What follows belongs to an exercise in optimizing a design on an open flow for small area, a short achievable clock period and few clock cycles per item; a production flow would make more cautious choices.
RTL that was checked went through simulation tests only; none was proved equivalent to the original.
No activity file was given, so power comes from the tool's default toggle rates.

// alu
module alu(
	output reg[15:0] data_out,
	output reg       valid_out,
	output reg       cmd_out,
	input [15:0]     data_in,
	input            valid_in,
	input            cmd_in,
	output reg       amm_read,
	output reg[7:0]  amm_address,
	input [7:0]      amm_readdata,
	input            amm_waitrequest,
	input [1:0]      amm_response,
	input clk,
	input rst_n
	);
make LEC_CHECK=0 ABC_CLOCK_PERIOD_IN_PS=1800 CAP_MARGIN=20 CORE_MARGIN=2 CORE_UTILIZATION=40 SETUP_SLACK_MARGIN=3.0 SLEW_MARGIN=20 finish   # period 5.0 ns
run.sh (not shown) runs the stock make flow with config.mk's settings and CLKGATE_MAP_FILE= SYNTH_SCRIPT=/design/flow/synth_recipe.tcl, a recipe that flattens the netlist after the stock synthesis.
Rerun with:
Settings changed: ABC_CLOCK_PERIOD_IN_PS 1800 to default, SETUP_SLACK_MARGIN 3.0 to default.
Result: Non-clock buffer count falls by 93; die area stays the same; design area falls by about 6%; fmax falls by 15%; setup slack gets worse by 640 ps; clock skew is about the same.
Function was not checked in any run of this note: the RTL went through the layout flow alone.

* * *

## run A
alu, a different RTL version from the one above (not shown whole).
Size: roughly 2300 cells after synthesis, about 620 flip-flops, about 26000 um^2 of cells after synthesis.
==> flow/config.mk <==
export PLATFORM = sky130hd
export DESIGN_NAME = alu
export DESIGN_NICKNAME = alu
export VERILOG_FILES = /design/flow/design.v
export SDC_FILE = /design/flow/constraint.sdc
export NUM_CORES = 4
export LEC_CHECK = 0
export ABC_CLOCK_PERIOD_IN_PS = 1800
export CAP_MARGIN = 20
export CORE_MARGIN = 2
export CORE_UTILIZATION = 60
export CTS_CLUSTER_DIAMETER = 60
export CTS_CLUSTER_SIZE = 24
export SETUP_SLACK_MARGIN = 3.0
export SLEW_MARGIN = 20
==> flow/constraint.sdc <==
create_clock -name core_clock -period 5.0 [get_ports {clk}]
set_input_delay 1.0000 -clock core_clock [delete_from_list [all_inputs] [get_ports {clk}]]
set_output_delay 1.0000 -clock core_clock [all_outputs]
set_load 0.01 [all_outputs]
standard.sh (not shown) runs the stock make flow with config.mk's settings and CLKGATE_MAP_FILE= SYNTH_SCRIPT=/design/flow/synth_recipe.tcl, a recipe that flattens the netlist after the stock synthesis.
==> flow/flow/run.sh <==
#!/bin/bash
# The standard layout (standard.sh), with synthesis changed in two ways:
# adders are left to ABC as plain logic (no full/half-adder cells, ADDER_MAP_FILE
# empty), and ABC maps with its own script (flow/synth.tcl). Registers and their
# names are those of the standard synthesis. Ports are buffered, as in the
# standard flow, but with buf_4 cells rather than the delay buffer that
# buffer_ports picks by default.
set -euo pipefail
here=$(pwd)

ports="BUFFER_PORTS_ARGS=-buffer_cell sky130_fd_sc_hd__buf_4"
bash standard.sh synth SYNTH_SCRIPT="$here/flow/synth.tcl" ADDER_MAP_FILE= "$ports" > "$here/synth.log" 2>&1
bash standard.sh finish SYNTH_SCRIPT="$here/flow/synth.tcl" ADDER_MAP_FILE= "$ports" > "$here/layout.log" 2>&1
test -f "$here/out/final.def"
==> flow/flow/synth.tcl <==
# The standard flow's synthesis script (synth_recipe.tcl), with one change: ABC maps with a
# script that maps with SAT-based area-oriented matching (&nf -a) and pin permutation,
# leaving buffering and sizing to the placement-aware repair steps.
proc synth {args} { yosys synth -nofsm -noshare {*}$args }
proc abc {args} {
  set i [lsearch -exact $args -script]
  if {$i >= 0} {
    set s "+&get -n;&st;&dch;&nf -a -p;&put;topo;stime -c"
    set args [lreplace $args $i [expr {$i + 1}] -script $s]
  }
  yosys abc {*}$args
}
source $::env(SCRIPTS_DIR)/synth.tcl
# left out here: clear keep_hierarchy, flatten, clean up, hide names made inside functions, write 1_2_yosys.v
Testbench counts of run A, summed over its fixed seeds: cycles 34,374, items 2,000.
[inputs] run B vs run A
==> flow/flow/synth.tcl <==
# The standard flow's synthesis script (synth_recipe.tcl), with one change: ABC maps with a
# script that maps with SAT-based area-oriented matching (&nf -a) and pin permutation.
proc synth {args} { yosys synth -nofsm -noshare {*}$args }
proc abc {args} {
  set i [lsearch -exact $args -script]
  if {$i >= 0} {
    set s "+&get -n;&st;&dch;&nf -a -p;&put;buffer -c;topo;stime -c;upsize -c;dnsize -c"
    set args [lreplace $args $i [expr {$i + 1}] -script $s]
  }
  yosys abc {*}$args
}
source $::env(SCRIPTS_DIR)/synth.tcl
# left out here: clear keep_hierarchy, flatten, clean up, hide names made inside functions, write 1_2_yosys.v
[summary]
Run B against run A: total placed instance area rose 130 um^2, detailed-route wire length rose about 3.6%.
Diff run A -> run B: xor/xnor cell area share of the yosys netlist ~0 delta, core utilization moved down, minimum clock period went up 0.022 ns, well-tap cell count now larger, clock-buffer cell count has decreased.
Run B vs run A on setup slack: run B is the lower one.
For run C, these inputs were changed with respect to run B:
-- flow/config.mk --
<<< run B, line 10
export CORE_MARGIN = 2
export CORE_UTILIZATION = 60
export CTS_CLUSTER_DIAMETER = 60
export CTS_CLUSTER_SIZE = 24
export SETUP_SLACK_MARGIN = 3.0
export SLEW_MARGIN = 20
>>> run C, line 10
export CORE_MARGIN = 2
export CORE_UTILIZATION = 66
export CTS_CLUSTER_DIAMETER = 60
export CTS_CLUSTER_SIZE = 24
export SETUP_SLACK_MARGIN = 2.9
export SLEW_MARGIN = 20
--- outcome ---
Run C: all stages complete, timing, DRC and antenna checks passed. Run C reports its timing startpoint of the critical path as data_in[3] while run B reports acc[2]. Run C against run B: placed instance count moved down; final core utilization now sits higher; final non-filler cell area went down. Per the comparison of run C with run B, area growth from synthesis to final layout decreased 2.9 points, maximum clock frequency decreased about 2.4%, total power draw decreased 2.5%, non-clock buffer count decreased 21%, sum of met2 wire segment lengths after detailed routing decreased 5.3%.

## re-timing with driven ports
No port has a modelled driver above. Below, the same layouts with a new extraction and two added sets of constraints.
Step 1 (the two cells are an assumption about what drives the block):
set clk [get_ports {clk}]
set_driving_cell -lib_cell sky130_fd_sc_hd__clkbuf_16 $clk
set_driving_cell -lib_cell sky130_fd_sc_hd__buf_2 [delete_from_list [all_inputs] $clk]
Step 2 adds t to the input delays and takes it off the output delays; t is the mean of the earliest and latest rising clock arrival at the registers after step 1. Input paths then give back, and output paths get back, about the clock's delay inside the block.
Slacks: ideal / step 1 / step 2; pairs: ideal / step 1.
run	t, ns	slack for setup (ns)	worst hold slack (ns)	worst register clock-pin slew, ns	pins driven straight from the clock port
the first run of note 1	0.643	1.359 / 1.359 / 1.359	0.344 / 0.344 / 0.344	0.06 / 0.06	1
the second run of note 1	0.659	0.719 / 0.719 / 0.719	0.347 / 0.347 / 0.347	0.06 / 0.06	1
run A	0.629	2.919 / 2.865 / 2.350	0.425 / 0.425 / 0.425	0.09 / 0.09	1
run B	0.638	2.897 / 2.867 / 2.337	0.394 / 0.394 / 0.394	0.09 / 0.09	1
run C	0.622	2.844 / 2.850 / 2.228	0.388 / 0.388 / 0.388	0.09 / 0.09	1
After both steps every run listed still meets setup and hold. The setup slack of run C, which loses most, moves by +0.006 ns with the drivers and by -0.616 ns with both steps.
